Background: an optimization exercise with open tools, aiming at small area, a short achievable clock period and few clock cycles. Do not read the settings as production practice.
At most, simulation tests tie the RTL to the original design; equivalence was not proved.

Setup of old:
// mmm_r2mm_2n
module mmm_r2mm_2n
#(
    parameter K = 256
)
(
    input   wire            clk     ,
    input   wire            rst_n   ,
    input   wire [K-1  :0]  x       ,
    input   wire [K-1  :0]  y       ,
    input   wire [K-1  :0]  m       ,
    input   wire            req     ,
    output  wire [K-1  :0]  res     ,
    output  reg             val     
);
Size: roughly 14000 cells after synthesis, ~1000 I/O pins.
Settings: LEC_CHECK=0, CAP_MARGIN=20, CELL_PAD_IN_SITES_DETAIL_PLACEMENT=1, CORE_MARGIN=2, CORE_UTILIZATION=55, SETUP_SLACK_MARGIN=2, SLEW_MARGIN=20, SYNTH_HIERARCHICAL=1, SYNTH_MINIMUM_KEEP_SIZE=0, TNS_END_PERCENT=25; clock period 30.0 ns.
standard.sh (not shown) runs the stock make flow with config.mk's settings and CLKGATE_MAP_FILE= SYNTH_SCRIPT=/design/flow/synth_recipe.tcl, a recipe that flattens the netlist after the stock synthesis.
==> flow/flow/run.sh <==
#!/bin/bash
set -uo pipefail
bash standard.sh SETUP_SLACK_MARGIN=22.5 MATCH_CELL_FOOTPRINT=0 \
  'BUFFER_PORTS_ARGS=-buffer_cell sky130_fd_sc_hd__buf_2' finish > standard_flow.log 2>&1
Testbench counts of old, summed over its fixed seeds: cycles 34,568.
Edits applied to the flow inputs when going from old to new:
diff --git a/flow/design.v b/flow/design.v
--- a/flow/design.v
+++ b/flow/design.v
@@ -374,51 +374,49 @@
     input   wire [K-1  :0]  m       ,
     input   wire            req     ,
     output  wire [K-1  :0]  res     ,
     output  reg             val     
 );
 localparam KD = 8;
 localparam SW = 265;
 reg  [255:0]  Yr, Mr;
 reg  [SW-1:0] Sr, Cr;
 reg           cinr;
-wire [31:0]   sel;
+reg  [31:0]   sel;
 reg  [5:0]    cnt;
-wire           s32;
+reg           s32;
 wire [SW-1:0] ns, nc;
 wire ncin;
 wire idle  = (cnt == 6'd0);
 wire start = req & idle;
 wire it    = (cnt != 6'd0) && (cnt <= 6'd33);
 wire f1    = (cnt == 6'd34);
 wire f2    = (cnt == 6'd35);
 wire clr   = idle | f2;
 always @(posedge clk) begin Mr <= m; end
 wire [KD-1:0] inv_t, inv3_t;
 mmm_inv u_inv (.a(Mr[KD-1:1]), .inv(inv_t), .inv3(inv3_t));
 wire [KD-1:0] q_0;
 mmm_q u_q0 (.clk(clk), .clr(clr), .ns(ns[KD-1:0]), .nc(nc[KD-1:0]), .ncin(ncin), .inv(inv_t), .inv3(inv3_t), .q(q_0));
+wire [KD-1:0] q_1;
+mmm_q u_q1 (.clk(clk), .clr(clr), .ns(ns[KD-1:0]), .nc(nc[KD-1:0]), .ncin(ncin), .inv(inv_t), .inv3(inv3_t), .q(q_1));
 integer i;
 reg [KD-1:0] xn, mn;
 always @* begin
     xn = {KD{1'b0}}; mn = {KD{1'b0}};
     for (i = 1; i < 32; i = i + 1) begin
         xn = xn | ({KD{sel[i]}} & x[i*KD +: KD]);
         if (i < 31) mn = mn | ({KD{sel[i+1]}} & Mr[i*KD +: KD]);
         else mn = mn | ({KD{s32}} & Mr[i*KD +: KD]);
     end
 end
-genvar gs;
-generate for (gs = 0; gs < 32; gs = gs + 1) begin : g_sel
-    assign sel[gs] = (cnt == gs - 1);
-end endgenerate
-assign s32 = (cnt == 6'd31);
+always @(posedge clk) s32 <= it & sel[31];
 reg          s255, bor, ptop;
 always @(posedge clk) s255 <= x[255];
 reg [31:0] xg, xgn;
 always @* begin
     xgn = {32{1'b0}};
     xgn[7:0] = xgn[7:0] | ({KD{sel[1]}} & x[15:8]);
     xgn[7:0] = xgn[7:0] | ({KD{sel[2]}} & x[23:16]);
     xgn[7:0] = xgn[7:0] | ({KD{sel[3]}} & x[31:24]);
     xgn[7:0] = xgn[7:0] | ({KD{sel[4]}} & x[39:32]);
     xgn[7:0] = xgn[7:0] | ({KD{sel[5]}} & x[47:40]);
@@ -453,24 +451,30 @@
 wire [KD-1:0] xd = xg[7:0] | xg[15:8] | xg[23:16] | xg[31:24];
 wire [KD:0] dp = {1'b0, xd} - {1'b0, mn & {KD{s255}}} - {{KD{1'b0}}, bor};
 wire [KD:0] d0 = {1'b0, x[KD-1:0]} - {1'b0, m[KD-1:0] & {KD{x[255]}}};
 wire [KD:0] dd = idle ? d0 : dp;
 wire [KD:0] be = {dd[KD-1:0], ~idle & ptop};
 always @(posedge clk) begin bor <= dd[KD]; ptop <= dd[KD-1]; end
 wire [3:0] bo_0, bt_0, bn_0;
 mmm_bd u_bd0 (.clk(clk), .d(be), .one(bo_0), .two(bt_0), .neg(bn_0));
 wire [3:0] bo_1, bt_1, bn_1;
 mmm_bd u_bd1 (.clk(clk), .d(be), .one(bo_1), .two(bt_1), .neg(bn_1));
+always @(posedge clk) begin
+    if (start) sel <= {{29{1'b0}}, 3'b100};
+    else if (it) sel <= {sel[30:0], 1'b0};
+    else sel <= {{30{1'b0}}, 2'b10};
+end
 wire [2047:0] pq;
 genvar gj;
 generate for (gj = 0; gj < KD; gj = gj + 1) begin : g_pp
-    assign pq[gj*256+0 +: 256] = ~({256{q_0[gj]}} & Mr[255:0]);
+    assign pq[gj*256+0 +: 128] = ~({128{q_0[gj]}} & Mr[127:0]);
+    assign pq[gj*256+128 +: 128] = ~({128{q_1[gj]}} & Mr[255:128]);
 end endgenerate
 wire [1027:0] px;
 wire [3:0] pxn, pxs;
 wire [256:0] y1 = {1'b0, Yr};
 wire [256:0] y2 = {Yr, 1'b0};
 assign px[127:0] = ~(({128{bo_0[0]}} & y1[127:0]) | ({128{bt_0[0]}} & y2[127:0])) ^ {128{bn_0[0]}};
 assign px[384:257] = ~(({128{bo_0[1]}} & y1[127:0]) | ({128{bt_0[1]}} & y2[127:0])) ^ {128{bn_0[1]}};
 assign px[641:514] = ~(({128{bo_0[2]}} & y1[127:0]) | ({128{bt_0[2]}} & y2[127:0])) ^ {128{bn_0[2]}};
 assign px[898:771] = ~(({128{bo_0[3]}} & y1[127:0]) | ({128{bt_0[3]}} & y2[127:0])) ^ {128{bn_0[3]}};
 assign px[256:128] = ~(({129{bo_1[0]}} & y1[256:128]) | ({129{bt_1[0]}} & y2[256:128])) ^ {129{bn_1[0]}};
Notes after the runs:
- Delta(global router's overall resource usage, new - old) > 0
- Compared with old, new ends up with a larger final cell area.
- Summary — synthesized cell count, new relative to old: higher, by 1.7%.
- new vs. old: mean area per synthesized cell saw an increase; synthesized area saw an increase.
The RTL of new was laid out without a check of its function.

-- re-timing with driven ports --
Ports are ideal in the flow. The routed layouts listed here were re-timed in OpenROAD.
Step 1, drivers: a clkbuf_16 drives clk and a buf_2 each remaining input, both assumed.
Step 2 also shifts input and output timing later by t, the mid clock arrival at the registers, as if the neighbouring blocks saw the same clock.
a / b / c = ideal / step 1 / step 2; a / b = the first two.
run	t (ns)	setup WS [ns]	hold WS [ns]	worst register clock-pin slew, ns
old	0.992	22.337 / 22.224 / 21.528	0.511 / 0.511 / 0.511	0.07 / 0.07
new	1.014	22.333 / 22.213 / 21.655	0.510 / 0.510 / 0.510	0.07 / 0.07
After both steps every run listed still meets setup and hold. For old, which loses most, drivers alone change the setup slack by -0.113 ns; drivers and shift together by -0.809 ns.
